What follows belongs to an exercise in optimizing a design on an open flow for small area; a production flow would make more cautious choices. RTL that was checked went through simulation tests only; none was proved equivalent to the original. No functional check of the RTL was part of runs 1 and 2. Power and IR drop assume default switching activity.

## flow/design.v

```verilog
module RAM (
  input clk,
  input we_s,           
  input we_f,           
  input [9:0] din,      
  input [3:0] col,      
  output reg [7:0] dout
);
  reg [127:0] r0, r1, r2, r3, r4;
  wire [127:0] n0, n1, n2, n3, n4;
  function [127:0] step;
    input [127:0] r;
    input [6:0] es_a, es_b, ef_a, ef_b;
    input a, b, ws, wf;
    begin
      step = {r[126:0], r[127]};
      if (ws) begin step[es_a] = a; step[es_b] = b; end
      if (wf) begin step[ef_a] = a; step[ef_b] = b; end
    end
  endfunction
  assign n0 = step(r0, 7'd57, 7'd125, 7'd90, 7'd30,  din[0], din[5], we_s, we_f);
  assign n1 = step(r1, 7'd45, 7'd113, 7'd78, 7'd18,  din[1], din[6], we_s, we_f);
  assign n2 = step(r2, 7'd33, 7'd101, 7'd66, 7'd6,   din[2], din[7], we_s, we_f);
  assign n3 = step(r3, 7'd21, 7'd89,  7'd54, 7'd122, din[3], din[8], we_s, we_f);
  assign n4 = step(r4, 7'd9,  7'd77,  7'd42, 7'd110, din[4], din[9], we_s, we_f);
  always @(posedge clk) begin
    r0 <= n0; r1 <= n1; r2 <= n2; r3 <= n3; r4 <= n4;
  end
  integer i;
  always @* begin
    for (i = 0; i < 8; i = i + 1)
      case (col)
        4'd1, 4'd6:  dout[i] = r0[7-i];
        4'd2, 4'd7:  dout[i] = r1[7-i];
        4'd3, 4'd8:  dout[i] = r2[7-i];
        4'd4, 4'd9:  dout[i] = r3[7-i];
        default:     dout[i] = r4[7-i];
      endcase
  end
endmodule
module RAM_ctrl (
  input [99:0] game_table,
  input clk,
  input rst_n,
  input data_valid,       
  input y_last,           
  input x_last,           
  input init,             
  output ready,
  output we_s,
  output we_f,
  output reg [9:0] din
);
  reg [3:0] b;
  reg [2:0] m;            
  always @* begin
    case (b)
      4'd1: din = game_table[9:0];
      4'd2: din = game_table[19:10];
      4'd3: din = game_table[29:20];
      4'd4: din = game_table[39:30];
      4'd5: din = game_table[49:40];
      4'd6: din = game_table[59:50];
      4'd7: din = game_table[69:60];
      4'd8: din = game_table[79:70];
      4'd9: din = game_table[89:80];
      default: din = game_table[99:90];
    endcase
  end
  wire wr = (b != 4'd0) && (b < 4'd11);
  assign we_s = wr && !init;
  assign we_f = wr && init;
  assign ready = (b == 4'd13) && m[2] && m[0];     
  always @(posedge clk or negedge rst_n) begin
    if (!rst_n) begin
      b <= 4'd0;
      m <= 3'b000;                                    
    end else begin
      if (data_valid && y_last) begin
        if (x_last) begin b <= 4'd0; m <= 3'b001; end    
        else begin b <= 4'd11; m <= 3'b001; end           
      end else if (!ready) begin
        m <= {m[1:0], ~m[2]};
        if (m[1] && !m[2]) b <= b + 1'b1;              
      end
    end
  end
endmodule
module LCD_control (
  input wire clk,
  input wire rst_n,
  input wire [7:0] tap,      
  input wire ready,          
  output wire data_valid,    
  output wire [3:0] col,     
  output wire y_last,
  output wire x_last,
  output wire init,
  output reg LCD_di,
  output wire LCD_rw,
  output reg LCD_en,
  output wire LCD_rst,
  output wire [1:0] LCD_cs,
  output reg [7:0] LCD_data
);
  localparam [3:0] SETDSL = 4'd0, E_X = 4'd1, E_Y = 4'd2, E_D = 4'd3,
                   SETX = 4'd4, SETY = 4'd5, IDLE = 4'd6, D_D = 4'd7, D_X = 4'd8, D_D0 = 4'd9;
  assign LCD_rst = rst_n;
  assign LCD_cs = 2'b10;
  assign LCD_rw = 1'b0;
  reg [3:0] state;
  reg [2:0] x_cnt;
  reg [3:0] yb;
  reg [2:0] ym;
  assign data_valid = ready && (state == D_D) && !LCD_en;
  assign y_last = (yb == 4'd11) && ym[2] && ym[0];         
  assign x_last = (x_cnt == 3'd7);
  assign init = (state == SETDSL) || (state == E_X) || (state == E_Y) || (state == E_D);
  assign col = yb;
  wire border = (yb == 4'd0) || (yb == 4'd11);
  wire first_byte = ym[1] && !ym[2];                        
  wire [7:0] rowmask = (x_cnt == 3'd0) ? 8'b0000_0011 : (x_cnt == 3'd7) ? 8'b1100_0000 : 8'b0;
  reg [7:0] cmd;
  always @* begin
    case (state)
      SETDSL:     cmd = 8'hc0;
      E_X, D_X:   cmd = {5'b10111, x_cnt};
      E_Y, SETY:  cmd = 8'h40;
      SETX:       cmd = 8'hb8;
      IDLE:       cmd = 8'h3f;
      default:    cmd = 8'h00;    
    endcase
  end
  wire data_st = (state == D_D) || (state == D_D0);
  wire load = !LCD_en && (data_st ? (data_valid && (border || first_byte)) : 1'b1);
  wire [7:0] data_next = data_st ? (tap | rowmask | {8{border}}) : cmd;
  always @(posedge clk or negedge rst_n) begin
    if (!rst_n) begin
      LCD_di <= 1'b0;
      LCD_data <= 8'h00;
      LCD_en <= 1'b1;
      state <= SETDSL;
      x_cnt <= 3'd0;
      yb <= 4'd0;
      ym <= 3'b000;
    end else begin
      LCD_en <= ~LCD_en;
      if (load) LCD_data <= data_next;
      if (!LCD_en) begin
        case (state)
          SETDSL: begin LCD_di <= 1'b0; state <= E_X; end
          E_X:    begin LCD_di <= 1'b0; state <= E_Y; end
          E_Y:    begin LCD_di <= 1'b0; state <= E_D; end
          E_D: begin
            LCD_di <= 1'b1;
            if (y_last) begin
              x_cnt <= x_cnt + 1'b1;
              state <= x_last ? SETX : E_X;
            end
          end
          SETX:   begin LCD_di <= 1'b0; state <= SETY; end
          SETY:   begin LCD_di <= 1'b0; state <= IDLE; end
          IDLE:   begin LCD_di <= 1'b0; state <= D_D0; end
          D_D0:   state <= D_D;    
          D_D: begin
            if (data_valid) begin
              LCD_di <= 1'b1;
              if (y_last) begin
                x_cnt <= x_cnt + 1'b1;
                state <= D_X;
              end
            end
          end
          D_X: begin
            LCD_di <= 1'b0;
            state <= (x_cnt == 3'd0) ? IDLE : D_D;
          end
          default: ;
        endcase
        if ((state == E_D) || (state == D_D && data_valid)) begin
          if (y_last) begin
            yb <= 4'd0; ym <= 3'b000;
          end else begin
            ym <= {ym[1:0], ~ym[2]};
            if (ym[0] && !ym[1]) yb <= yb + 1'b1;    
          end
        end
      end
    end
  end
endmodule
module lcd_renderer (
  input clk,
  input rst_n,
  input [99:0] game_table,
  output LCD_rst,
  output [1:0] LCD_cs,
  output LCD_rw,
  output LCD_di,
  output [7:0] LCD_data,
  output LCD_en
);
  wire ready, out_valid, we_s, we_f, y_last, x_last, init;
  wire [9:0] din;
  wire [3:0] col;
  wire [7:0] tap;
  RAM_ctrl ram_c (
    .game_table(game_table), .clk(clk), .rst_n(rst_n), .data_valid(out_valid),
    .y_last(y_last), .x_last(x_last), .init(init), .ready(ready),
    .we_s(we_s), .we_f(we_f), .din(din)
  );
  RAM R1 (.clk(clk), .we_s(we_s), .we_f(we_f), .din(din), .col(col), .dout(tap));
  LCD_control LCD_ctrl (
    .clk(clk), .rst_n(rst_n), .tap(tap), .ready(ready), .data_valid(out_valid),
    .col(col), .y_last(y_last), .x_last(x_last), .init(init),
    .LCD_di(LCD_di), .LCD_rw(LCD_rw), .LCD_en(LCD_en), .LCD_rst(LCD_rst),
    .LCD_cs(LCD_cs), .LCD_data(LCD_data)
  );
endmodule
```

## flow/flow/run.sh

```bash
#!/bin/bash
set -euo pipefail
cat >> config.mk <<'C'
export BUFFER_PORTS_ARGS = -buffer_cell sky130_fd_sc_hd__buf_1
export CTS_ARGS = -sink_clustering_enable -repair_clock_nets -dont_use_dummy_load -buf_list sky130_fd_sc_hd__clkbuf_4 -sink_clustering_size 10 -sink_clustering_max_diameter 30
C
bash standard.sh finish > make.log 2>&1
```

## flow/standard.sh

```bash
#!/bin/bash
# synth_recipe.tcl (not shown) runs the flow's synth.tcl, then flattens the netlist and writes it again
# the make line also repeats each setting of config.mk as NAME=value (left out here)
make -C /OpenROAD-flow-scripts/flow DESIGN_CONFIG=/design/flow/config.mk WORK_HOME=/design/flow/orfs CLKGATE_MAP_FILE= SYNTH_SCRIPT=/design/flow/synth_recipe.tcl "${@:-finish}"
```

## flow/config.mk

```make
export PLATFORM = sky130hd
export DESIGN_NAME = lcd_renderer
export DESIGN_NICKNAME = lcd_renderer
export VERILOG_FILES = /design/flow/design.v
export SDC_FILE = /design/flow/constraint.sdc
export NUM_CORES = 4
export LEC_CHECK = 0
export CAP_MARGIN = 20
export CORE_MARGIN = 2
export CORE_UTILIZATION = 70
export SLEW_MARGIN = 20
export BUFFER_PORTS_ARGS = -buffer_cell sky130_fd_sc_hd__buf_1
export CTS_ARGS = -sink_clustering_enable -repair_clock_nets -dont_use_dummy_load -buf_list sky130_fd_sc_hd__clkbuf_4 -sink_clustering_size 10 -sink_clustering_max_diameter 30
```

## flow/constraint.sdc

```tcl
create_clock -name core_clock -period 10.0 [get_ports {clk}]
set_input_delay 2.0000 -clock core_clock [delete_from_list [all_inputs] [get_ports {clk}]]
set_output_delay 2.0000 -clock core_clock [all_outputs]
set_load 0.01 [all_outputs]
```

==> metrics.md, run 1 <==
| Metric | Value |
|---|---|
| Met1 Use GR | 32.1% |
| Setup crit end kind | output pin |
| DR vias/cell | 5.27 |
| Drt total wl | 25,800 um |
| Yosys cell types | 60 |
| Clock Skew | 70.8 ps |
| Kind of critical path | in -> out |
| Largest family of logic cells by synthesized area | compound AO/OA/AOI/OAI gates |
| IO buf count | 112 |
| Most frequent cells in the layout | dfxtp_1, buf_1, clkbuf_4 |
| Post-CTS resize count | 0 |
| Met2 Use GR | 33.3% |
| Chip Height | 155 um |
| Pleak | 7.06 nW |
| Die Wd | 155 um |
| Pwr per Cell Area | 229 nW/um2 |
| Xor and xnor area share after synthesis | 0.329% |
| Hold/Removal Path Class | reg -> reg |
| Worst Path Max Fanout | 32 |
| Worst hold path depth | 0 |
| Req. time, crit path | 8000 ps |
| Worst slew margin | 20.9% |
| Setup ws final | 5180 ps |
| DP HPWL | 16,000 um |
| Setup TNS | 0 ps |
| Ratio of cells with drive above 1 in the final layout | 8.88% |
| Final Core Density | 76.9% |
| Initial DRC count | 491 |
| Vias | 7,855 |
| Cell count after synthesis | 1,034 |
| First-pass GRT wire length | 40,300 um |
| Final period util | 48.2% |
| Final Wtd Congestion | 0.820 |
| Compound-Gate Fraction of Synth Area | 7.17% |
| Fin. max-slew vios | 0 |
| Starting density of the core | 71.0% |
| First-pass iteration count of the detailed router | 8 |
| Main flop type after synthesis | dfxtp_1 |
| Status | timing/DRC/antenna clean |
| Synthesized area | 16,000 um2 |
| Synth Area in Simple Gates | 3.38% |
| F_max | 208 MHz |
| Layout area overhead | 8.25% |
| FF-to-FF setup slack | 6700 ps |
| Setup Buffers After CTS | 0 |
| Post-synthesis mux area share | 1.82% |
| Clk slew on worst S/H paths | 90 ps |
| Crit path largest cell delay | 610 ps |
| Seq cells post-synth | 671 |
| # setup viols final | 0 |
| Core box area | 22,500 um2 |
| Adder-cell share of the synthesized area | 0.861% |
| Commonest non-fill, non-tap cell in the layout | dfxtp_1 |
| I/O pin count | 116 |
| Hold Path End | R1.r3[87]$_DFF_P_ |
| Total track usage | 22.0% |
| Largest net degree at the start of global routing | 33 |
| Non-Filler Instances | 1,491 |
| Number of global-route vias before repair | 7,603 |
| Nets | 1,320 |
| Crit path time final | 4820 ps |
| Max clock buf depth | 3 |
| Antenna viol nets, final | 0 |
| Worst EP arrival | 2820 ps |
| CP max-delay cell | clkbuf_2 |
| Sequential element share of the synthesized area | 85.1% |
| CTS tree | done |
| Worst VDD drop | 0.145 mV |
| Met3 Use GR | 4.71% |
| GRT Max-Usage Layer | met2 |
| Mean area per synthesized cell | 15.5 um2 |
| CTS hold repair buffers | 0 |
| WL/cell | 17.3 um |
| Critical-path cell list | clkbuf_2, buf_1 |
| Post-synth EDFFs | 0 |
| Row count | 55 |
| Async SR Flop Fraction | 4.62% |
| HP Start | R1.r3[86]$_DFF_P_ |
| Startpoint Class | primary input |
| Initial antenna violation count | 1 |
| H-Tree Level Count | 3 |
| Total gr overflow | 0 |
| Clock sinks | 671 |
| Overall power | 3.97 mW |
| Buf/Inv on CP | 2 |
| Reg2Reg Depth | 6 |
| Final Hold Violating Endpoints | 0 |
| RR Endpoint | R1.r2[6]$_DFF_P_ |
| CP delay by family, top | buffers and inverters |
| Post-Place Cells | 1,404 |
| Clock Tree Root | clkbuf_4 |
| Die area | 24,000 um2 |
| DRC | 0 |
| R2R Path Start | ram_c.b[0]$_DFFE_PN0P_ |
| Clk Latency, worst-skew pair | 680 ps |
| Max Cap Violations | 0 |
| Ys Warns | 3 |
| Worst slew pin tran | 1180 ps |
| Cts bufs inserted | 86 |
| DP Worst Slack | 5110 ps |
| Unrepaired setup endpoints after global routing | false |
-- layout make-up --
type	count	area, um2
sequential	671	13600
fill	1359	5210
multi-input combinational	316	2180
clock buffer	86	646
timing repair buffer	118	467
tap	285	357
inverter	14	52.6
antenna	1	2.50
-- sequential cells by signal, summed over array words and instances (netlist names), 8 cells and up --
signal and flops:
R1.r4 128, R1.r0 128, R1.r1 128, R1.r3 128
R1.r2 128, LCD_ctrl.LCD_data 8
-- worst max path at each step --
stage / startpoint / end / slack [ps] / cells after the start
2_1_floorplan: rst_n / LCD_rst / 5880 / 1
3_3_place_gp: rst_n / LCD_rst / 5130 / 2
3_5_place_dp: rst_n / LCD_rst / 5110 / 2
4_1_cts: rst_n / LCD_rst / 5110 / 2
5_1_grt: rst_n / LCD_rst / 5000 / 2
6_report: rst_n / LCD_rst / 5180 / 2
-- kinds of logic (layout without fill, tap and decap cells) --
group | after synthesis | count (layout)
flip-flops | 671 | 671
AND/OR/NAND/NOR | 111 | 111
AO/OA/AOI/OAI | 158 | 158
multiplexers | 27 | 27
buffers and inverters | 48 | 218
adder cells (fa/ha/maj) | 11 | 11
XOR/XNOR | 6 | 6
other | 2 | 4
-- per-stage QoR --
step	hold WS, ps	area [um2]
3_3_place_gp	310	16600
3_5_place_dp	312	16600
4_1_cts	288	17300
5_1_grt	282	17300
6_report	282	17300
2_1_floorplan	310	16000
-- per-layer routing --
layer / part of all wire (%) / vias up
met4: 2.5 / 0
li1: - / 3812
met2: 44 / 276
met1: 48 / 3697
met5: 0 / -
met3: 5.6 / 70
-- power by group --
group | switching [mW] | internal (mW) | leakage, nW
Sequential | 0.0268 | 2.77 | 5.73
Clock | 0.742 | 0.397 | 0.396
Combinational | 0.0154 | 0.0155 | 0.940
Total | 0.784 | 3.18 | 7.06
-- synthesized netlist by cell type, drive strengths merged (8+ instances only) --
cell type | number | area (um2)
dfxtp | 640 | 12800
nand2 | 40 | 150
dfrtp | 30 | 751
a21oi | 27 | 135
nor2 | 24 | 90.1
o21ai | 24 | 124
a22oi | 23 | 173
buf | 23 | 120
mux2 | 17 | 191
inv | 14 | 52.6
a221oi | 13 | 114
nor2b | 12 | 75.1
a22o | 11 | 96.3
clkbuf | 11 | 41.3
ha | 11 | 138
mux2i | 10 | 100
o22a | 9 | 78.8
a31oi | 8 | 50.1
nor3 | 8 | 40.0
==> run 2, diff against run 1 <==
--- a/flow/config.mk
+++ b/flow/config.mk
@@ -9,3 +9,3 @@
 export CORE_MARGIN = 2
-export CORE_UTILIZATION = 70
+export CORE_UTILIZATION = 55
 export SLEW_MARGIN = 20
==> run 2 against run 1 <==
  * Core utilization fell by 16 points
  * Worst hold slack got worse by 30 ps
  * Critical endpoint unchanged
  * Still clean on timing, DRC and antenna
  * Sequential power barely moved
  * Largest power group unchanged
==> metrics.md, run 2 <==
| Metric | Value |
|---|---|
| Status | timing/DRC/antenna clean |
| Die area | 30,400 um2 (+27%) |
| Buf/Inv on CP | 2 (unchanged) |
| Unrepaired setup endpoints after global routing | false |
| DP HPWL | 15,700 um (-2.0%) |
| Setup TNS | 0 ps (unchanged) |
| Overall power | 4.00 mW (+0.69%) |
| CP delay by family, top | buffers and inverters |
| Sequential element share of the synthesized area | 85.1% (unchanged) |
| Setup crit end kind | output pin |
| Hold/Removal Path Class | reg -> reg |
| Final Hold Violating Endpoints | 0 (unchanged) |
| Synth top area share | 80.2% (unchanged) |
| I/O pin count | 116 (unchanged) |
| Critical-path cell list | clkbuf_2, buf_1 |
| Initial antenna violation count | 1 (unchanged) |
| Clock Tree Root | clkbuf_4 |
| Hold Path End | R1.r4[23]$_DFF_P_ |
| Startpoint Class | primary input |
| Layout area overhead | 9.28% |
| Chip Height | 174 um (+12%) |
| HP Start | R1.r4[22]$_DFF_P_ |
| Worst slew margin | 32.5% (+12 points) |
| Cts bufs inserted | 92 (+7.0%) |
| RR Endpoint | R1.r2[6]$_DFF_P_ |
| Post-synth top cells | dfxtp_1, nand2_1, dfrtp_1, a21oi_1, nor2_1 |
| First-pass iteration count of the detailed router | 5 (-3) |
| FF-to-FF setup slack | 6660 ps (-40 ps) |
| Crit path largest cell delay | 640 ps (+30 ps) |
| WL/cell | 15.9 um (-8.3%) |
| Fin. max-slew vios | 0 (unchanged) |
| Row count | 62 (+13%) |
| Worst slew pin tran | 1010 ps (-174 ps) |
| Worst EP arrival | 2860 ps (+40 ps) |
| CP max-delay cell | clkbuf_2 |
| Psw | 0.785 mW (+0.13%) |
| Seq cells post-synth | 671 (unchanged) |
| Worst Hold Slack | 252 ps (-30.2 ps) |
| Core box area | 28,600 um2 (+27%) |
| Flop pwr share | 70.0% (-0.5 points) |
| Post-synth top area cell | dfxtp_1 |
| Cell count after synthesis | 1,034 (unchanged) |
| Worst Path Max Fanout | 32 (unchanged) |
| CTS tree | done |
| Clock sinks | 671 (unchanged) |
| Total track usage | 17.0% (-5.0 points) |
| Initial DRC count | 435 (-11%) |
| Worst hold path depth | 0 (unchanged) |
| Async SR Flop Fraction | 4.62% (unchanged) |
| Main flop type after synthesis | dfxtp_1 |
| Max Cap Violations | 0 (unchanged) |
| Clk pwr share | 29.2% (+0.5 points) |
| Combinational Power Share | 0.8% (about the same) |
| Nets | 1,326 (+0.45%) |
| # setup viols final | 0 (unchanged) |
| F_max | 206 MHz (-0.97%) |
| Starting density of the core | 55.8% (-15 points) |
| H-Tree Level Count | 3 (unchanged) |
| Largest net degree at the start of global routing | 35 (+6.1%) |
| Worst VDD drop | 0.128 mV (-12%) |
| Post-CTS resize count | 0 (unchanged) |
| Antenna viol nets, final | 0 (unchanged) |
| Most numerous cell in the Yosys netlist | dfxtp_1 |
| Most frequent cells in the layout | dfxtp_1, buf_1, clkbuf_4 |
| Yosys cell types | 60 (unchanged) |
| Final Wtd Congestion | 0.811 (-1.2%) |
| Kind of critical path | in -> out |
| Mean area per synthesized cell | 15.5 um2 (unchanged) |
| Reg2Reg Depth | 6 (unchanged) |
| Drt total wl | 25,300 um (-1.8%) |
| Req. time, crit path | 8000 ps (about the same) |
| Final period util | 48.6% (+0.47 points) |
| Pwr per Cell Area | 229 nW/um2 (-0.27%) |
| Pleak | 7.09 nW (+0.40%) |
| Clk Latency, worst-skew pair | 700 ps (+20 ps) |
| Post-synth EDFFs | 0 (unchanged) |
| First-pass GRT wire length | 40,000 um (-0.82%) |
| Clk slew on worst S/H paths | 70 ps (-20 ps) |
| Max clock buf depth | 3 (unchanged) |
| CTS hold repair buffers | 0 (unchanged) |
| Ys Warns | 3 (unchanged) |
| IO buf count | 112 (unchanged) |
| Total gr overflow | 0 (unchanged) |
| Commonest non-fill, non-tap cell in the layout | dfxtp_1 |
| Sw Share | 19.7% (-0.11 points) |
| Ratio of cells with drive above 1 in the final layout | 9.25% (+0.37 points) |
| DR vias/cell | 4.87 (-7.6%) |
| Vias | 7,765 (-1.1%) |
| Die Wd | 174 um (+12%) |
| Clock Skew | 85.1 ps (+14.4 ps) |
| Synthesized area | 16,000 um2 (unchanged) |
| Setup Buffers After CTS | 0 (unchanged) |
| Largest cells by area after synthesis | dfxtp_1, dfrtp_1, a22oi_1, nand2_1, ha_1 |
| Crit path time final | 4860 ps (+47.3 ps) |
| Number of global-route vias before repair | 7,607 (+0.053%) |
| R2R Path Start | ram_c.b[0]$_DFFE_PN0P_ |
| DRC | 0 (unchanged) |
| Power Internal | 3.21 mW (+0.82%) |
run 2: worst max path at each step:
stage / end / cells after the start / startpoint
after global routing: LCD_rst / 2 / rst_n
after global placement: LCD_rst / 2 / rst_n
final: LCD_rst / 2 / rst_n
after detailed placement: LCD_rst / 2 / rst_n
after CTS: LCD_rst / 2 / rst_n
after floorplan: LCD_rst / 1 / rst_n
run 2: metrics by stage:
stage,utilization [%],cells,instance area (um2),worst slack (ps)
final,61.0,1596,17500,5140
after global routing,61.0,1596,17500,5010
after CTS,61.0,1595,17500,5080
after detailed placement,58.6,1503,16800,5070
after global placement,58.6,1503,16800,5080
after floorplan,-,1035,16000,5880
run 2: layout make-up:
type	count	area (um2)
Tap cell	384	480
Inverter	14	52.6
Antenna cell	1	2.50
Sequential cell	671	13600
Clock buffer	92	691
Fill cell	2239	11200
Timing Repair Buffer	118	467
Multi-Input combinational cell	316	2180
run 2: cell families (layout without fill, tap and decap cells):
family | Yosys count | after routing | share of synthesized area [%]
flops | 671 | 671 | 85.1
mux | 27 | 27 | 1.82
xor+xnor | 6 | 6 | 0.329
simple gates | 111 | 111 | 3.38
fa+ha+maj | 11 | 11 | 0.861
compound gates | 158 | 158 | 7.17
other cells | 2 | 4 | 0.0470
buf+inv | 48 | 224 | 1.34
run 2: metal layers:
metal	vias up	part of all wire (%)	global-route usage, %
li1	3839	-	-
met4	0	2.8	7.70
met3	58	5.1	4.00
met5	-	0	0
met2	187	42	24.1
met1	3681	50	24.9
run 2: power by group through the flow:
stage	clock network, mW	registers [mW]	logic, mW
floorplan	0	2.85	0.0113
finish	1.17	2.80	0.0304
global placement	0	2.86	0.0303
global route	1.34	2.81	0.0343
detailed placement	0	2.86	0.0308
CTS	1.22	2.80	0.0310
==> run 3, diff against run 2 <==
--- a/flow/design.v
+++ b/flow/design.v
@@ -98,3 +98,3 @@
   output wire init,
-  output reg LCD_di,
+  output wire LCD_di,
   output wire LCD_rw,
@@ -105,4 +105,6 @@
 );
-  localparam [3:0] SETDSL = 4'd0, E_X = 4'd1, E_Y = 4'd2, E_D = 4'd3,
-                   SETX = 4'd4, SETY = 4'd5, IDLE = 4'd6, D_D = 4'd7, D_X = 4'd8, D_D0 = 4'd9;
+  localparam [3:0] SETDSL = 4'b0000, E_X0 = 4'b0001, E_Y = 4'b0010, E_D0 = 4'b0011,
+                   SETY = 4'b0100, IDLE = 4'b0101, D_D0 = 4'b0110, D_D1 = 4'b0111,
+                   SETX = 4'b1000, E_X1 = 4'b1001, E_D = 4'b1011,
+                   D_X = 4'b1101, D_D = 4'b1111;
   assign LCD_rst = rst_n;
@@ -111,2 +113,3 @@
   reg [3:0] state;
+  assign LCD_di = state[3];
   reg [2:0] x_cnt;
@@ -114,6 +117,7 @@
   reg [2:0] ym;
-  assign data_valid = ready && (state == D_D) && !LCD_en;
+  wire data_st = (state[2:0] == 3'b111);         
+  assign data_valid = ready && data_st && !LCD_en;
   assign y_last = (yb == 4'd11) && ym[2] && ym[0];         
   assign x_last = (x_cnt == 3'd7);
-  assign init = (state == SETDSL) || (state == E_X) || (state == E_Y) || (state == E_D);
+  assign init = !state[2];
   assign col = yb;
@@ -126,5 +130,4 @@
       SETDSL:     cmd = 8'hc0;
-      E_X, D_X:   cmd = {5'b10111, x_cnt};
+      E_X0, E_X1, D_X, SETX: cmd = {5'b10111, x_cnt};    
       E_Y, SETY:  cmd = 8'h40;
-      SETX:       cmd = 8'hb8;
       IDLE:       cmd = 8'h3f;
@@ -133,4 +136,3 @@
   end
-  wire data_st = (state == D_D) || (state == D_D0);
-  wire load = !LCD_en && (data_st ? (data_valid && (border || first_byte)) : 1'b1);
+  wire load = !LCD_en && (state[2:1] == 2'b11 ? (data_valid && (border || first_byte)) : 1'b1);
   wire [7:0] data_next = data_st ? (tap | rowmask | {8{border}}) : cmd;
@@ -138,3 +140,2 @@
     if (!rst_n) begin
-      LCD_di <= 1'b0;
       LCD_data <= 8'h00;
@@ -150,19 +151,19 @@
         case (state)
-          SETDSL: begin LCD_di <= 1'b0; state <= E_X; end
-          E_X:    begin LCD_di <= 1'b0; state <= E_Y; end
-          E_Y:    begin LCD_di <= 1'b0; state <= E_D; end
-          E_D: begin
-            LCD_di <= 1'b1;
+          SETDSL: state <= E_X0;
+          E_X0, E_X1: state <= E_Y;
+          E_Y:    state <= E_D0;
+          E_D0, E_D: begin
+            state <= E_D;
             if (y_last) begin
               x_cnt <= x_cnt + 1'b1;
-              state <= x_last ? SETX : E_X;
+              state <= x_last ? SETX : E_X1;
             end
           end
-          SETX:   begin LCD_di <= 1'b0; state <= SETY; end
-          SETY:   begin LCD_di <= 1'b0; state <= IDLE; end
-          IDLE:   begin LCD_di <= 1'b0; state <= D_D0; end
-          D_D0:   state <= D_D;    
-          D_D: begin
+          SETX:   state <= SETY;
+          SETY:   state <= IDLE;
+          IDLE:   state <= D_D0;
+          D_D0:   state <= D_D1;    
+          D_D1, D_D: begin
             if (data_valid) begin
-              LCD_di <= 1'b1;
+              state <= D_D;
               if (y_last) begin
@@ -173,9 +174,6 @@
           end
-          D_X: begin
-            LCD_di <= 1'b0;
-            state <= (x_cnt == 3'd0) ? IDLE : D_D;
-          end
+          D_X:    state <= (x_cnt == 3'd0) ? IDLE : D_D1;
           default: ;
         endcase
-        if ((state == E_D) || (state == D_D && data_valid)) begin
+        if ((state[2:0] == 3'b011) || data_valid) begin    
           if (y_last) begin
--- a/flow/config.mk
+++ b/flow/config.mk
@@ -9,3 +9,3 @@
 export CORE_MARGIN = 2
-export CORE_UTILIZATION = 55
+export CORE_UTILIZATION = 70
 export SLEW_MARGIN = 20
==> run 3 against run 2 <==
  * Still clean on timing, DRC and antenna
  * Register-to-register slack better by 340 ps
  * Flip-flop and latch count is 1 lower
  * Via count is 2.4% lower
  * Total power is 0.96% lower
  * Die area is 21% lower
  * Worst setup slack better by 70 ps
  * Cell count is 7.7% lower
  * Count of clock-buffer cells in the layout is 4 lower
  * Synthesized cell count is 1.9% lower
  * Synthesized area is 0.31% lower
  * Core utilization is 15 points higher
  * Largest cell class unchanged
==> metrics.md, run 3 <==
| Metric | Value |
|---|---|
| Status | timing/DRC/antenna clean |
| Nets | 1,302 (-1.8%) |
| Total track usage | 20.2% (+3.2 points) |
| Hold Path End | R1.r3[94]$_DFF_P_ |
| Setup TNS | 0 ps (unchanged) |
| Register area | 13,600 um2 (-0.18%) |
| Yosys cell types | 63 (+5.0%) |
| R2R Path Start | ram_c.b[1]$_DFFE_PN0P_ |
| Clk slew on worst S/H paths | 90 ps (+20 ps) |
| Final period util | 47.9% (-0.70 points) |
| First-pass GRT wire length | 37,300 um (-6.6%) |
| Seq cells post-synth | 670 (-0.15%) |
| Startpoint Class | primary input |
| Setup crit end kind | output pin |
| Largest cells by area after synthesis | dfxtp_1, dfrtp_1, mux2_2, a21oi_1, a22oi_1 |
| Clock sinks | 670 (-0.15%) |
| Hold/Removal Path Class | reg -> reg |
| Post-synth top area cell | dfxtp_1 |
| Row count | 55 (-11%) |
| Fillers | 1,358 (-39%) |
| Mean area per synthesized cell | 15.7 um2 (+1.7%) |
| Unrepaired setup endpoints after global routing | false |
| RR Endpoint | R1.r4[9]$_DFF_P_ |
| Worst slew pin tran | 1080 ps (+67.1 ps) |
| Clock Skew | 70.9 ps (-14.2 ps) |
| Critical path depth | 2 (unchanged) |
| Synth top area share | 80.4% (+0.25 points) |
| IO buf count | 112 (unchanged) |
| # setup viols final | 0 (unchanged) |
| Ys Warns | 3 (unchanged) |
| Critical-path cell list | clkbuf_2, buf_1 |
| Worst VDD drop | 0.139 mV (+8.1%) |
| DP HPWL | 14,400 um (-8.6%) |
| WL/cell | 15.9 um (+0.31%) |
| Cell count after synthesis | 1,014 (-1.9%) |
| CTS tree | done |
| Main flop type after synthesis | dfxtp_1 |
| Post-synth top cells | dfxtp_1, a21oi_1, dfrtp_1, nor2_1, nand2_1 |
| FF-to-FF setup slack | 7000 ps (+340 ps) |
| Setup Buffers After CTS | 0 (unchanged) |
| Worst hold path depth | 0 (unchanged) |
| Most numerous cell in the Yosys netlist | dfxtp_1 |
| Multi-input logic area | 2130 um2 (-2.4%) |
| Req. time, crit path | 8000 ps (about the same) |
| First-pass iteration count of the detailed router | 7 (+2) |
| Clock Tree Root | clkbuf_4 |
| Sequential element share of the synthesized area | 85.2% (+0.10 points) |
| Starting density of the core | 70.8% (+15 points) |
| Pleak | 7.07 nW (-0.25%) |
| DR vias/cell | 5.14 (+5.7%) |
| Crit path largest cell delay | 580 ps (-60 ps) |
| I/O pin count | 116 (unchanged) |
| Initial antenna violation count | 1 (unchanged) |
| Die area | 24,000 um2 (-21%) |
| CP max-delay cell | clkbuf_2 |
| Max Cap Violations | 0 (unchanged) |
| Synthesized area | 15,900 um2 (-0.31%) |
| Non-Filler Instances | 1,473 (-7.7%) |
| Async SR Flop Fraction | 4.48% (-0.14 points) |
| Number of global-route vias before repair | 7,299 (-4.0%) |
| DRC | 0 (unchanged) |
| HP Start | R1.r3[93]$_DFF_P_ |
| Post-Place Cells | 1,384 (-7.9%) |
| CP delay by family, top | buffers and inverters |
| Initial DRC count | 479 (+10%) |
| Clk Latency, worst-skew pair | 710 ps (about the same) |
| Drt total wl | 23,500 um (-7.4%) |
| Commonest non-fill, non-tap cell in the layout | dfxtp_1 |
| Post-synth EDFFs | 0 (unchanged) |
| Vias | 7,576 (-2.4%) |
| Reg2Reg Depth | 7 (+1) |
| F_max | 209 MHz (+1.5%) |
| H-Tree Level Count | 3 (unchanged) |
| Layout area overhead | 8.07% |
| Fin. max-slew vios | 0 (unchanged) |
| Kind of critical path | in -> out |
| Crit path time final | 4790 ps (-69.8 ps) |
| Core box area | 22,500 um2 (-21%) |
| Cts bufs inserted | 88 (-4.3%) |
| Pwr per Cell Area | 230 nW/um2 (+0.46%) |
| Total gr overflow | 0 (unchanged) |
| Final Hold Violating Endpoints | 0 (unchanged) |
| CTS hold repair buffers | 0 (unchanged) |
| Worst Path Max Fanout | 31 (-3.1%) |
| Die Wd | 155 um (-11%) |
| Chip Height | 155 um (-11%) |
| Worst EP arrival | 2790 ps (-70 ps) |
| Buf/Inv on CP | 2 (unchanged) |
| Largest net degree at the start of global routing | 32 (-8.6%) |
| Most frequent cells in the layout | dfxtp_1, buf_1, clkbuf_4 |
| Post-CTS resize count | 0 (unchanged) |
| Final Wtd Congestion | 0.868 (+7.0%) |
| Worst slew margin | 28.2% (-4.3 points) |
| Antenna viol nets, final | 0 (unchanged) |
| Max clock buf depth | 3 (unchanged) |
| Ratio of cells with drive above 1 in the final layout | 10.4% (+1.1 points) |
-- run 3: cell count changes in the layout (fill, tap and decap cells not counted), moves of 5 or more --
cell / before / now
o22a_1: 9 / 1
nand2_1: 40 / 25
mux2_2: 8 / 17
o21ai_1: 13 / 8
mux2_1: 9 / 1
a21oi_1: 27 / 35
nor3_1: 8 / 2
-- run 3: layout make-up --
class | instances | share of cell area, %
Multi-Input combinational cell | 300 | 12.3
Antenna cell | 1 | 0.0145
Sequential cell | 670 | 78.8
Tap cell | 285 | 2.07
Clock buffer | 88 | 3.84
Inverter | 12 | 0.262
Timing Repair Buffer | 117 | 2.67
-- run 3: logic make-up after synthesis --
group           after synthesis  share of synthesized area, %
xor+xnor                      4                         0.220
fa+ha+maj                    11                         0.864
buf+inv                      45                          1.52
flops                       670                          85.2
compound gates              158                          7.27
simple gates                100                          3.28
mux                          24                          1.65
other cells                   2                        0.0471
-- run 3: per-layer routing --
layer	track usage, %	wire, um
met5	0	0
met2	28.9	10200
met1	30.5	11700
met4	7.36	384
met3	4.85	1240
-- run 3: worst max-delay path by stage --
stage               startpoint       to
floorplan                rst_n  LCD_rst
global placement         rst_n  LCD_rst
detailed placement       rst_n  LCD_rst
CTS                      rst_n  LCD_rst
global route             rst_n  LCD_rst
finish                   rst_n  LCD_rst
-- run 3: through the flow --
stage / power (mW) / instance area [um2] / hold slack [ps] / setup slack (ps) / util [%]
6_report: 3.96 / 17200 / 266 / 5210 / 76.5
5_1_grt: 4.14 / 17200 / 261 / 5060 / 76.5
4_1_cts: 4.01 / 17200 / 252 / 5160 / 76.5
3_5_place_dp: 2.89 / 16600 / 312 / 5160 / 73.6
3_3_place_gp: 2.89 / 16600 / 310 / 5180 / 73.6
2_1_floorplan: 2.85 / 15900 / 310 / 5880 / -
-- run 3: power by group --
group	internal (mW)	leakage, nW	switching [mW]
clock network	0.406	0.405	0.725
registers	2.77	5.72	0.0267
logic	0.0166	0.952	0.0160
total	3.19	7.07	0.768
==> run 4, diff against run 3 <==
--- a/flow/design.v
+++ b/flow/design.v
@@ -4,2 +4,3 @@
   input we_f,           
+  input first,          
   input [9:0] din,      
@@ -13,14 +14,16 @@
     input [6:0] es_a, es_b, ef_a, ef_b;
-    input a, b, ws, wf;
+    input a, b, ws, wf, f;
     begin
       step = {r[126:0], r[127]};
-      if (ws) begin step[es_a] = a; step[es_b] = b; end
-      if (wf) begin step[ef_a] = a; step[ef_b] = b; end
+      step[es_a] = (a & !f) | (r[es_a - 1] & !ws);
+      step[es_b] = (b & !f) | (r[es_b - 1] & !ws);
+      step[ef_a] = (a & f) | (r[ef_a - 1] & !wf);
+      step[ef_b] = (b & f) | (r[ef_b - 1] & !wf);
     end
   endfunction
-  assign n0 = step(r0, 7'd57, 7'd125, 7'd90, 7'd30,  din[0], din[5], we_s, we_f);
-  assign n1 = step(r1, 7'd45, 7'd113, 7'd78, 7'd18,  din[1], din[6], we_s, we_f);
-  assign n2 = step(r2, 7'd33, 7'd101, 7'd66, 7'd6,   din[2], din[7], we_s, we_f);
-  assign n3 = step(r3, 7'd21, 7'd89,  7'd54, 7'd122, din[3], din[8], we_s, we_f);
-  assign n4 = step(r4, 7'd9,  7'd77,  7'd42, 7'd110, din[4], din[9], we_s, we_f);
+  assign n0 = step(r0, 7'd57, 7'd125, 7'd90, 7'd30,  din[0], din[5], we_s, we_f, first);
+  assign n1 = step(r1, 7'd45, 7'd113, 7'd78, 7'd18,  din[1], din[6], we_s, we_f, first);
+  assign n2 = step(r2, 7'd33, 7'd101, 7'd66, 7'd6,   din[2], din[7], we_s, we_f, first);
+  assign n3 = step(r3, 7'd21, 7'd89,  7'd54, 7'd122, din[3], din[8], we_s, we_f, first);
+  assign n4 = step(r4, 7'd9,  7'd77,  7'd42, 7'd110, din[4], din[9], we_s, we_f, first);
   always @(posedge clk) begin
@@ -55,15 +58,9 @@
   reg [2:0] m;            
+  integer jj, kk;
   always @* begin
-    case (b)
-      4'd1: din = game_table[9:0];
-      4'd2: din = game_table[19:10];
-      4'd3: din = game_table[29:20];
-      4'd4: din = game_table[39:30];
-      4'd5: din = game_table[49:40];
-      4'd6: din = game_table[59:50];
-      4'd7: din = game_table[69:60];
-      4'd8: din = game_table[79:70];
-      4'd9: din = game_table[89:80];
-      default: din = game_table[99:90];
-    endcase
+    for (jj = 0; jj < 10; jj = jj + 1) begin
+      din[jj] = 1'b0;
+      for (kk = 0; kk < 10; kk = kk + 1)
+        din[jj] = din[jj] | ((b == kk + 1) & game_table[10*kk + jj]);
+    end
   end
@@ -209,3 +206,3 @@
   );
-  RAM R1 (.clk(clk), .we_s(we_s), .we_f(we_f), .din(din), .col(col), .dout(tap));
+  RAM R1 (.clk(clk), .we_s(we_s), .we_f(we_f), .first(init), .din(din), .col(col), .dout(tap));
   LCD_control LCD_ctrl (
--- a/flow/flow/run.sh
+++ b/flow/flow/run.sh
@@ -5,2 +5,3 @@
 export CTS_ARGS = -sink_clustering_enable -repair_clock_nets -dont_use_dummy_load -buf_list sky130_fd_sc_hd__clkbuf_4 -sink_clustering_size 10 -sink_clustering_max_diameter 30
+export RECOVER_POWER = 100
 C
--- a/flow/config.mk
+++ b/flow/config.mk
@@ -13 +13,2 @@
 export CTS_ARGS = -sink_clustering_enable -repair_clock_nets -dont_use_dummy_load -buf_list sky130_fd_sc_hd__clkbuf_4 -sink_clustering_size 10 -sink_clustering_max_diameter 30
+export RECOVER_POWER = 100
==> run 4 against run 3 <==
  * The layout now fails its checks (max-capacitance violations, max-slew violations)
  * Worst setup slack worse by 680 ps
  * Synthesized area is 0.25% lower
  * Die area fell by 0.25%
  * Clock power about the same
  * Wire length rose by 9.8%
  * Worst hold slack gained 11 ps
  * Register-to-register slack worse by 320 ps
  * Critical path type unchanged
==> metrics.md, run 4 <==
| Metric | Value |
|---|---|
| Ys Warns | 3 (unchanged) |
| Sequential element share of the synthesized area | 85.4% (+0.21 points) |
| I/O pin count | 116 (unchanged) |
| Seq cells post-synth | 670 (unchanged) |
| Initial antenna violation count | 1 (unchanged) |
| CTS tree | done |
| Setup crit end kind | output pin |
| Worst Path Max Fanout | 31 (unchanged) |
| Crit path largest cell delay | 1240 ps (+660 ps) |
| Die Wd | 155 um (-0.12%) |
| Most frequent cells in the layout | dfxtp_1, buf_1, clkbuf_4 |
| F_max | 183 MHz (-12%) |
| Unrepaired setup endpoints after global routing | false |
| Buf/Inv on CP | 2 (unchanged) |
| Hold/Removal Path Class | reg -> reg |
| Post-CTS resize count | 0 (unchanged) |
| Core box area | 22,400 um2 (-0.31%) |
| Final period util | 54.7% (+6.8 points) |
| Multi-input logic area | 2040 um2 (-3.9%) |
| Pleak | 7.03 nW (-0.64%) |
| Setup Buffers After CTS | 0 (unchanged) |
| Synthesized area | 15,900 um2 (-0.25%) |
| Starting density of the core | 70.8% (about the same) |
| DP HPWL | 16,300 um (+13%) |
| First-pass GRT wire length | 39,400 um (+5.5%) |
| Cell count after synthesis | 1,020 (+0.59%) |
| Initial DRC count | 422 (-12%) |
| Yosys cell types | 65 (+3.2%) |
| Mean area per synthesized cell | 15.6 um2 (-0.84%) |
| Post-Place Cells | 1,390 (+0.43%) |
| Most numerous cell in the Yosys netlist | dfxtp_1 |
| Final Hold Violating Endpoints | 0 (unchanged) |
| Setup TNS | 0 ps (unchanged) |
| Worst VDD drop | 0.135 mV (-3.0%) |
| Commonest non-fill, non-tap cell in the layout | dfxtp_1 |
| Max Cap Violations | 2 (+2) |
| Final Wtd Congestion | 0.900 (+3.8%) |
| Antenna viol nets, final | 0 (unchanged) |
| Cts bufs inserted | 89 (+1.1%) |
| Drt total wl | 25,800 um (+9.8%) |
| Largest cells by area after synthesis | dfxtp_1, dfrtp_1, a22o_1, a21oi_1, ha_1 |
| Row count | 55 (unchanged) |
| FF-to-FF setup slack | 6680 ps (-320 ps) |
| IO buf count | 112 (unchanged) |
| Nets | 1,309 (+0.54%) |
| Startpoint Class | primary input |
| CTS hold repair buffers | 0 (unchanged) |
| Synth top area share | 80.6% (+0.20 points) |
| Async SR Flop Fraction | 4.48% (unchanged) |
| Req. time, crit path | 8000 ps (about the same) |
| Worst Hold Slack | 277 ps (+10.9 ps) |
| Vias | 7,750 (+2.3%) |
| Max clock buf depth | 3 (unchanged) |
| Worst slew margin | -17.4% (-46 points) |
| Post-synth top area cell | dfxtp_1 |
| DRC | 0 (unchanged) |
| Pwr per Cell Area | 232 nW/um2 (+0.81%) |
| Kind of critical path | in -> out |
| CP max-delay cell | clkbuf_1 |
| Clk Latency, worst-skew pair | 680 ps (-30 ps) |
| Final Core Density | 76.5% (about the same) |
| Overall power | 3.98 mW (+0.52%) |
| WL/cell | 17.4 um (+9.1%) |
| CP delay by family, top | buffers and inverters |
| Die area | 23,900 um2 (-0.25%) |
| Clk slew on worst S/H paths | 90 ps (about the same) |
| Fin. max-slew vios | 38 (+38) |
| Crit path time final | 5470 ps (+680 ps) |
| H-Tree Level Count | 3 (unchanged) |
| Number of global-route vias before repair | 7,533 (+3.2%) |
| Total gr overflow | 0 (unchanged) |
| Clock sinks | 670 (unchanged) |
| Status | finished with violations |
| Post-synth EDFFs | 0 (unchanged) |
| Fillers | 1,398 (+2.9%) |
| Layout area overhead | 8.02% (about the same) |
| Clock Tree Root | clkbuf_4 |
| Ratio of cells with drive above 1 in the final layout | 8.63% (-1.7 points) |
| DR vias/cell | 5.23 (+1.7%) |
| Worst slew pin tran | 1760 ps (+684 ps) |
| Non-Filler Instances | 1,482 (+0.61%) |
| Largest net degree at the start of global routing | 32 (unchanged) |
| First-pass iteration count of the detailed router | 7 (unchanged) |
| Clock Skew | 69.8 ps (-1.14 ps) |
| Total track usage | 21.9% (+1.7 points) |
| Critical-path cell list | clkbuf_1, buf_1 |
| Register area | 13,600 um2 (unchanged) |
| Worst EP arrival | 3470 ps (+680 ps) |
| Chip Height | 155 um (-0.12%) |
| Post-synth top cells | dfxtp_1, nand2_1, a21oi_1, dfrtp_1, o21ai_0 |
| # setup viols final | 0 (unchanged) |
| Failed Checks | max-capacitance violations, max-slew violations |
| Main flop type after synthesis | dfxtp_1 |
==> run 4: changes by cell type after synthesis, moves of 7 or more <==
cell,previous run,this run
a22o_1,12,23
a22oi_1,22,15
clkbuf_1,6,15
mux2_2,17,1
nand2_1,25,34
nand3_1,4,11
nor2_1,28,17
o21ai_0,12,27
o31ai_1,8,0
==> run 4: logic make-up after synthesis <==
group | Yosys count | synth area share (%)
adders and majority gates | 11 | 0.866
AOI/OAI and AO/OA | 175 | 8.14
and+or+nand+nor | 100 | 3.24
DFF | 670 | 85.4
other | 2 | 0.0473
buffers and inverters | 49 | 1.53
muxes | 9 | 0.583
xor gates and xnor gates | 4 | 0.221
==> run 4: path summary, 6_finish.rpt <==
| check | from | endpoint | cells after the start |
|---|---|---|---|
| worst max-delay path | rst_n | LCD_rst | 2 |
| worst min-delay path | R1.r3[8]$_DFF_P_ | R1.r3[9]$_DFF_P_ | 0 |
| worst max register to register | ram_c.b[1]$_DFFE_PN0P_ | LCD_ctrl.x_cnt[2]$_DFFE_PN0P_ | 6 |
| worst min register to register | R1.r3[8]$_DFF_P_ | R1.r3[9]$_DFF_P_ | 0 |
| max in group asynchronous | rst_n | LCD_ctrl.LCD_data[6]$_DFFE_PN0P_ | 1 |
| min in group asynchronous | rst_n | ram_c.b[0]$_DFFE_PN0P_ | 1 |
==> run 4: area by class of cell <==
type                            count  share of cell area, %
Sequential cell                   670                   79.0
Multi-Input combinational cell    302                   11.9
Antenna cell                        3                 0.0437
Clock buffer                       89                   3.89
Tap cell                          285                   2.08
Inverter                           14                  0.306
Timing Repair Buffer              119                   2.76
==> run 4: metrics by stage <==
| stage | setup slack, ps | cell area [um2] |
|---|---|---|
| 2_1_floorplan | 5880 | 15900 |
| 6_report | 4530 | 17200 |
| 3_5_place_dp | 5130 | 16500 |
| 4_1_cts | 5120 | 17200 |
| 3_3_place_gp | 5130 | 16500 |
| 5_1_grt | 4220 | 17200 |
==> run 4: worst register-to-register path: cells and delay by family (launching register included) <==
family                   cells  cell delay [ps]
AO/OA/AOI/OAI                1             1340
adder cells (fa/ha/maj)      1              420
buffers and inverters        1              110
flip-flops                   1              410
multiplexers                 1              390
AND/OR/NAND/NOR              2              550
==> run 4: per-layer routing <==
| metal | global-route usage, % | wire [um] |
|---|---|---|
| met5 | 0 | 0 |
| met4 | 9.79 | 756 |
| met3 | 6.00 | 1640 |
| met2 | 31.0 | 10900 |
| met1 | 31.9 | 12400 |
==> run 4: power by group <==
part | switching (mW) | internal (mW) | leakage, nW | total [mW]
logic | 0.0171 | 0.0171 | 0.905 | 0.0343
registers | 0.0262 | 2.77 | 5.72 | 2.79
clock network | 0.740 | 0.410 | 0.409 | 1.15
total | 0.784 | 3.19 | 7.03 | 3.98
==> run 5, diff against run 4 <==
--- a/flow/flow/run.sh
+++ b/flow/flow/run.sh
@@ -5,3 +5,2 @@
 export CTS_ARGS = -sink_clustering_enable -repair_clock_nets -dont_use_dummy_load -buf_list sky130_fd_sc_hd__clkbuf_4 -sink_clustering_size 10 -sink_clustering_max_diameter 30
-export RECOVER_POWER = 100
 C
--- a/flow/config.mk
+++ b/flow/config.mk
@@ -13,2 +13 @@
 export CTS_ARGS = -sink_clustering_enable -repair_clock_nets -dont_use_dummy_load -buf_list sky130_fd_sc_hd__clkbuf_4 -sink_clustering_size 10 -sink_clustering_max_diameter 30
-export RECOVER_POWER = 100
==> run 5 against run 4 <==
  * Non-clock buffer count is the same
  * Total power is essentially flat
  * Global-route usage is the same
  * Critical path depth is the same
  * Largest cell class unchanged
  * Worst hold slack lost 0.57 ps
  * First-iteration DRC count grew 10%
  * Sequential power is essentially flat
  * Final area grew 0.26%
  * Largest power group unchanged
  * Cell count is the same
  * Flip-flop and latch count is the same
  * The run now finishes clean
  * Synthesized cell count is the same
==> metrics.md, run 5 <==
| Metric | Value |
|---|---|
| # setup viols final | 0 (unchanged) |
| CTS tree | done |
| Cts bufs inserted | 89 (unchanged) |
| Mean area per synthesized cell | 15.6 um2 (unchanged) |
| Ratio of cells with drive above 1 in the final layout | 9.13% (+0.50 points) |
| Largest cells by area after synthesis | dfxtp_1, dfrtp_1, a22o_1, a21oi_1, ha_1 |
| Critical path depth | 2 (unchanged) |
| Worst hold path depth | 0 (unchanged) |
| Post-synth top cells | dfxtp_1, nand2_1, a21oi_1, dfrtp_1, o21ai_0 |
| Final Hold Violating Endpoints | 0 (unchanged) |
| Post-synth top area cell | dfxtp_1 |
| Number of global-route vias before repair | 7,533 (unchanged) |
| Vias | 7,761 (+0.14%) |
| Clock Skew | 68.8 ps (-0.921 ps) |
| Starting density of the core | 70.8% (unchanged) |
| IO buf count | 112 (unchanged) |
| Die area | 23,900 um2 (unchanged) |
| Compound-Gate Fraction of Synth Area | 8.14% (unchanged) |
| CTS hold repair buffers | 0 (unchanged) |
| Met3 Use GR | 6.00% (unchanged) |
| First-pass GRT wire length | 39,400 um (unchanged) |
| Synth Area in Simple Gates | 3.24% (unchanged) |
| Buf/Inv on CP | 2 (unchanged) |
| Register area | 13,600 um2 (unchanged) |
| Kind of critical path | in -> out |
| Critical-path cell list | clkbuf_2, buf_1 |
| Pleak | 7.05 nW (+0.34%) |
| R2R Path Start | ram_c.b[0]$_DFFE_PN0P_ |
| Cell count after synthesis | 1,020 (unchanged) |
| Clk Latency, worst-skew pair | 680 ps (about the same) |
| DR vias/cell | 5.24 (+0.14%) |
| Post-CTS resize count | 0 (unchanged) |
| Fillers | 1,388 (-0.72%) |
| GRT Max-Usage Layer | met1 |
| CP max-delay cell | clkbuf_2 |
| Flop pwr share | 70.2% (about the same) |
| Power Internal | 3.19 mW (about the same) |
| Initial DRC count | 464 (+10%) |
| HP Start | R1.r3[8]$_DFF_P_ |
| Synth top area share | 80.6% (unchanged) |
| RR Endpoint | R1.r2[66]$_DFF_P_ |
| Final period util | 48.3% (-6.4 points) |
| Seq cells post-synth | 670 (unchanged) |
| Non-Filler Instances | 1,482 (unchanged) |
| Chip Height | 155 um (unchanged) |
| Die Wd | 155 um (unchanged) |
| Worst slew pin tran | 1040 ps (-724 ps) |
| Largest family of logic cells by synthesized area | compound AO/OA/AOI/OAI gates |
| Initial antenna violation count | 1 (unchanged) |
| Commonest non-fill, non-tap cell in the layout | dfxtp_1 |
| Crit path largest cell delay | 620 ps (-620 ps) |
| Ys Warns | 3 (unchanged) |
| Row count | 55 (unchanged) |
| Final Wtd Congestion | 0.900 (unchanged) |
| Psw | 0.782 mW (-0.18%) |
| Post-synthesis mux area share | 0.583% (unchanged) |
| DRC | 0 (unchanged) |
| Reg2Reg Depth | 6 (unchanged) |
| Hold/Removal Path Class | reg -> reg |
| Setup Buffers After CTS | 0 (unchanged) |
| CP delay by family, top | buffers and inverters |
| Async SR Flop Fraction | 4.48% (unchanged) |
| F_max | 207 MHz (+13%) |
| Antenna viol nets, final | 0 (unchanged) |
| Setup TNS | 0 ps (unchanged) |
| Drt total wl | 25,600 um (-0.39%) |
| Core box area | 22,400 um2 (unchanged) |
| Worst Setup SP | rst_n |
| Pwr per Cell Area | 231 nW/um2 (-0.30%) |
| Nets | 1,309 (unchanged) |
| Crit path time final | 4830 ps (-640 ps) |
| Yosys cell types | 65 (unchanged) |
| Xor and xnor area share after synthesis | 0.220% (unchanged) |
| Adder-cell share of the synthesized area | 0.866% (unchanged) |
| Layout area overhead | 8.31% |
| Main flop type after synthesis | dfxtp_1 |
| Worst VDD drop | 0.135 mV (about the same) |
| End point of the critical path | LCD_rst |
| Sequential element share of the synthesized area | 85.4% (unchanged) |
| WL/cell | 17.3 um (-0.39%) |
| Unrepaired setup endpoints after global routing | false |
| Startpoint Class | primary input |
| Sw Share | 19.7% (-0.029 points) |
| Largest net degree at the start of global routing | 32 (unchanged) |
| Max Cap Violations | 0 (-2) |
| Total track usage | 21.9% (unchanged) |
| Overall power | 3.98 mW (about the same) |
| Worst slew margin | 30.9% (+48 points) |
| Met1 Use GR | 31.9% (unchanged) |
| Req. time, crit path | 8000 ps (about the same) |
| Clk pwr share | 28.9% (about the same) |
| Setup crit end kind | output pin |
| Synthesized area | 15,900 um2 (unchanged) |
| Total gr overflow | 0 (unchanged) |
| First-pass iteration count of the detailed router | 5 (-2) |
| I/O pin count | 116 (unchanged) |
| Post-Place Cells | 1,390 (unchanged) |
| Post-synth EDFFs | 0 (unchanged) |
| Worst EP arrival | 2830 ps (-640 ps) |
| Fin. max-slew vios | 0 (-100%) |
| Status | timing/DRC/antenna clean |
| Worst Path Max Fanout | 31 (unchanged) |
| Combinational Power Share | 0.9% (about the same) |
| Multi-input logic area | 2090 um2 (+2.1%) |
| Clk slew on worst S/H paths | 90 ps (about the same) |
| H-Tree Level Count | 3 (unchanged) |
| FF-to-FF setup slack | 7450 ps (+770 ps) |
| Most numerous cell in the Yosys netlist | dfxtp_1 |
| Clock sinks | 670 (unchanged) |
| Most frequent cells in the layout | dfxtp_1, buf_1, clkbuf_4 |
| Clock Tree Root | clkbuf_4 |
| Max clock buf depth | 3 (unchanged) |
| Met2 Use GR | 31.0% (unchanged) |
| DP HPWL | 16,300 um (unchanged) |
## run 5: cell counts after synthesis
No cell type changed its count.
## run 5: cell type report
cell class / count / area share [%]
clock buffers: 89 / 3.88
multi-input cells: 302 / 12.1
well taps: 285 / 2.07
repair buffers: 119 / 2.76
flip-flops and latches: 670 / 78.8
diodes: 3 / 0.0436
inverters: 14 / 0.305
## run 5: cell families (layout without fill, tap and decap cells)
logic type,Yosys count,after routing
compound gates,175,175
xor+xnor,4,4
fa+ha+maj,11,11
buf+inv,49,222
flops,670,670
mux,9,9
other cells,2,6
simple gates,100,100
## run 5: per-stage QoR
| stage | hold WS [ps] | setup slack, ps | area [um2] | util (%) |
|---|---|---|---|---|
| 6_report | 277 | 5170 | 17200 | 76.7 |
| 5_1_grt | 274 | 5020 | 17200 | 76.7 |
| 4_1_cts | 275 | 5120 | 17200 | 76.7 |
| 3_5_place_dp | 312 | 5130 | 16500 | 73.7 |
| 3_3_place_gp | 310 | 5130 | 16500 | 73.7 |
| 2_1_floorplan | 310 | 5880 | 15900 | - |
## run 5: how the worst min path moves through the flow
stage	endpoint	slack (ps)
2_1_floorplan	R1.r0[0]$_DFF_P_	310
3_3_place_gp	R1.r1[23]$_DFF_P_	310
3_5_place_dp	R1.r1[12]$_DFF_P_	310
4_1_cts	R1.r2[67]$_DFF_P_	270
5_1_grt	R1.r3[9]$_DFF_P_	270
6_report	R1.r3[9]$_DFF_P_	280
## run 5: power by group through the flow
stage	Clock (mW)	Combinational (mW)	Sequential, mW
6_report	1.15	0.0343	2.79
3_3_place_gp	0	0.0334	2.85
5_1_grt	1.30	0.0376	2.80
2_1_floorplan	0	0.0134	2.84
3_5_place_dp	0	0.0340	2.85
4_1_cts	1.19	0.0343	2.80
## run 5: metal layers
metal	vias up	part of all wire [%]
met4	0	3.2
met2	241	42
met5	-	0
met1	3661	48
li1	3797	-
met3	62	6.5
==> run 6, diff against run 5 <==
==> flow/flow/run.sh (replaced) <==
#!/bin/bash
set -euo pipefail
cat >> config.mk <<'C'
export BUFFER_PORTS_ARGS = -buffer_cell sky130_fd_sc_hd__buf_1
export CTS_ARGS = -sink_clustering_enable -repair_clock_nets -dont_use_dummy_load -buf_list sky130_fd_sc_hd__clkbuf_4 -sink_clustering_size 10 -sink_clustering_max_diameter 25
export RECOVER_POWER = 100
C
bash standard.sh finish > make.log 2>&1
==> flow/config.mk (replaced) <==
export PLATFORM = sky130hd
export DESIGN_NAME = lcd_renderer
export DESIGN_NICKNAME = lcd_renderer
export VERILOG_FILES = /design/flow/design.v
export SDC_FILE = /design/flow/constraint.sdc
export NUM_CORES = 4
export LEC_CHECK = 0
export CAP_MARGIN = 20
export CORE_MARGIN = 2
export CORE_UTILIZATION = 80
export SLEW_MARGIN = 20
export BUFFER_PORTS_ARGS = -buffer_cell sky130_fd_sc_hd__buf_1
export CTS_ARGS = -sink_clustering_enable -repair_clock_nets -dont_use_dummy_load -buf_list sky130_fd_sc_hd__clkbuf_4 -sink_clustering_size 10 -sink_clustering_max_diameter 25
export RECOVER_POWER = 100
==> run 6 against run 5 <==
  * Now fails the layout checks on max-capacitance violations, max-slew violations
  * Register-to-register slack worse by 2200 ps
  * Synthesized area unchanged
  * Clock skew up 17 ps
  * Worst hold slack worse by 28 ps
  * Non-clock buffer count up 2
  * Largest cell class unchanged
  * Highest routed layer unchanged
==> metrics.md, run 6 <==
| Metric | Value |
|---|---|
| Largest net degree at the start of global routing | 32 (unchanged) |
| First-pass iteration count of the detailed router | 8 (+3) |
| Max clock buf depth | 3 (unchanged) |
| Commonest non-fill, non-tap cell in the layout | dfxtp_1 |
| Buf/Inv on CP | 2 (unchanged) |
| Cell count after synthesis | 1,020 (unchanged) |
| CTS tree | done |
| Worst EP arrival | 3470 ps (+640 ps) |
| Setup crit end kind | output pin |
| # setup viols final | 0 (unchanged) |
| Clk Latency, worst-skew pair | 740 ps (+60 ps) |
| Fin. max-slew vios | 63 (+63) |
| Failed Checks | max-capacitance violations, max-slew violations |
| Max Cap Violations | 4 (+4) |
| Hold/Removal Path Class | reg -> reg |
| Setup TNS | 0 ps (unchanged) |
| Final period util | 54.7% (+6.4 points) |
| Worst slew pin tran | 1810 ps (+773 ps) |
| I/O pin count | 116 (unchanged) |
| Number of global-route vias before repair | 9,544 (+27%) |
| Fillers | 743 (-46%) |
| Cts bufs inserted | 102 (+15%) |
| Startpoint Class | primary input |
| Post-synth top area cell | dfxtp_1 |
| Core box area | 19,500 um2 (-13%) |
| Pwr per Cell Area | 240 nW/um2 (+4.0%) |
| Critical-path cell list | clkbuf_1, buf_1 |
| Most numerous cell in the Yosys netlist | dfxtp_1 |
| Seq cells post-synth | 670 (unchanged) |
| DP HPWL | 21,400 um (+31%) |
| Sequential element share of the synthesized area | 85.4% (unchanged) |
| Clock sinks | 670 (unchanged) |
| Yosys cell types | 65 (unchanged) |
| Starting density of the core | 81.6% (+11 points) |
| Vias | 8,699 (+12%) |
| Hold Path End | R1.r0[18]$_DFF_P_ |
| Critical path depth | 2 (unchanged) |
| Worst VDD drop | 0.176 mV (+30%) |
| Synthesized area | 15,900 um2 (unchanged) |
| Row count | 51 (-7.3%) |
| Unrepaired setup endpoints after global routing | false |
| Initial DRC count | 813 (+75%) |
| CTS hold repair buffers | 0 (unchanged) |
| Clock Tree Root | clkbuf_4 |
| Req. time, crit path | 8000 ps (about the same) |
| Final Core Density | 88.6% (+12 points) |
| Layout area overhead | 8.47% |
| Clk slew on worst S/H paths | 100 ps (about the same) |
| Most frequent cells in the layout | dfxtp_1, buf_1, clkbuf_4 |
| HP Start | R1.r0[17]$_DFF_P_ |
| Synth top area share | 80.6% (unchanged) |
| Chip Height | 145 um (-6.3%) |
| Die Wd | 145 um (-6.3%) |
| Worst Path Max Fanout | 31 (unchanged) |
| F_max | 183 MHz (-12%) |
| Post-synth top cells | dfxtp_1, nand2_1, a21oi_1, dfrtp_1, o21ai_0 |
| Largest cells by area after synthesis | dfxtp_1, dfrtp_1, a22o_1, a21oi_1, ha_1 |
| Worst hold path depth | 0 (unchanged) |
| RR Endpoint | LCD_ctrl.x_cnt[2]$_DFFE_PN0P_ |
| Antenna viol nets, final | 0 (unchanged) |
| Final Hold Violating Endpoints | 0 (unchanged) |
| DR vias/cell | 5.90 (+13%) |
| Async SR Flop Fraction | 4.48% (unchanged) |
| FF-to-FF setup slack | 5300 ps (-2150 ps) |
| Worst slew margin | -20.6% (-52 points) |
| Status | finished with violations |
| H-Tree Level Count | 3 (unchanged) |
| Main flop type after synthesis | dfxtp_1 |
| DRC | 0 (unchanged) |
| Total gr overflow | 0 (unchanged) |
| Kind of critical path | in -> out |
| Crit path largest cell delay | 1230 ps (+610 ps) |
| Post-synth EDFFs | 0 (unchanged) |
| CP delay by family, top | buffers and inverters |
| Ratio of cells with drive above 1 in the final layout | 9.51% (+0.38 points) |
| Crit path time final | 5470 ps (+636 ps) |
| Post-CTS resize count | 0 (unchanged) |
| Drt total wl | 36,300 um (+42%) |
| CP max-delay cell | clkbuf_1 |
| Total track usage | 34.9% (+13 points) |
| Nets | 1,324 (+1.1%) |
| Initial antenna violation count | 1 (unchanged) |
| Mean area per synthesized cell | 15.6 um2 (unchanged) |
| Setup Buffers After CTS | 0 (unchanged) |
| WL/cell | 24.6 um (+42%) |
| R2R Path Start | ram_c.b[1]$_DFFE_PN0P_ |
| Die area | 21,000 um2 (-12%) |
| IO buf count | 112 (unchanged) |
| Ys Warns | 3 (unchanged) |
| Pleak | 7.09 nW (+0.47%) |
| Clock Skew | 86.2 ps (+17.3 ps) |
| First-pass GRT wire length | 54,400 um (+38%) |
| Final Wtd Congestion | 0.917 (+1.9%) |
| Reg2Reg Depth | 7 (+1) |
-- run 6: cell counts after synthesis --
No cell type changed its count.
-- run 6: stage by stage --
step	instances	total power, mW	setup slack [ps]	hold WS (ps)	instance area, um2
after floorplan	1021	2.86	5880	310	15900
after global placement	1372	2.88	5170	310	16500
after detailed placement	1372	2.90	5150	312	16500
after CTS	1474	4.14	5150	222	17300
after global routing	1475	4.26	4310	222	17200
final	1475	4.14	4530	248	17200
-- run 6: cell type report --
cell class	count	area (um2)	area share [%]
flip-flops and latches	670	13600	78.7
repair buffers	121	477	2.77
clock buffers	102	766	4.44
multi-input cells	302	2040	11.8
diodes	1	2.50	0.0145
inverters	14	52.6	0.305
well taps	265	332	1.92
-- run 6: power by group --
part | switching, mW | internal (mW)
Sequential | 0.0369 | 2.77
Clock | 0.828 | 0.468
Combinational | 0.0220 | 0.0171
Total | 0.887 | 3.25
-- run 6: kinds of logic (layout without fill, tap and decap cells) --
family,Yosys count,count (layout),synth area share [%]
AO/OA/AOI/OAI,175,175,8.14
flip-flops,670,670,85.4
other,2,4,0.0473
multiplexers,9,9,0.583
adder cells (fa/ha/maj),11,11,0.866
XOR/XNOR,4,4,0.221
AND/OR/NAND/NOR,100,100,3.24
buffers and inverters,49,237,1.53
-- run 6: per-layer routing --
metal / track usage, % / vias up / part of all wire [%]
li1: - / 3808 / -
met3: 9.06 / 155 / 6.9
met2: 57.6 / 542 / 50
met5: 0 / - / 0
met4: 21.0 / 0 / 5.7
met1: 41.3 / 4194 / 38
-- run 6: worst max path at each step --
stage | end | startpoint | slack, ps
final | LCD_rst | rst_n | 4530
after global routing | LCD_rst | rst_n | 4310
after CTS | LCD_rst | rst_n | 5150
after detailed placement | LCD_rst | rst_n | 5150
after global placement | LCD_rst | rst_n | 5170
after floorplan | LCD_rst | rst_n | 5880

static timing again, ports no longer ideal:
The flow's constraints put no driver on any port. The routed layouts listed below were extracted and timed again, unchanged, in two steps. Step 1: set_driving_cell puts a clkbuf_16 on clk and a buf_2 on each other input, an assumption about the parent block. Step 2 moves the port delays by t, midway between the first and last clock arrival at a register: inputs arrive t later, outputs are due t later. That takes back most of the time a late clock gives input paths. a / b / c = ideal ports / drivers / drivers and shift; a / b = the first two.
| run | t (ns) | setup WS [ns] | worst register clock-pin slew, ns | worst data-port slew with drivers (ns) | cell pins on the clock port's net |
|---|---|---|---|---|---|
| run 1 | 0.694 | 5.183 / 5.161 / 5.161 | 0.10 / 0.10 | 0.07 | 1 |
| run 2 | 0.710 | 5.135 / 5.115 / 5.115 | 0.10 / 0.10 | 0.04 | 1 |
| run 3 | 0.699 | 5.205 / 5.184 / 5.184 | 0.10 / 0.10 | 0.04 | 1 |
| run 4 | 0.698 | 4.526 / 4.490 / 4.490 | 0.10 / 0.10 | 0.05 | 1 |
| run 5 | 0.695 | 5.166 / 5.144 / 5.144 | 0.10 / 0.10 | 0.05 | 1 |
| run 6 | 0.740 | 4.530 / 4.488 / 4.488 | 0.12 / 0.12 | 0.07 | 1 |
The setup slack of run 6, which loses most, moves by -0.042 ns with the drivers and by -0.042 ns with both steps.
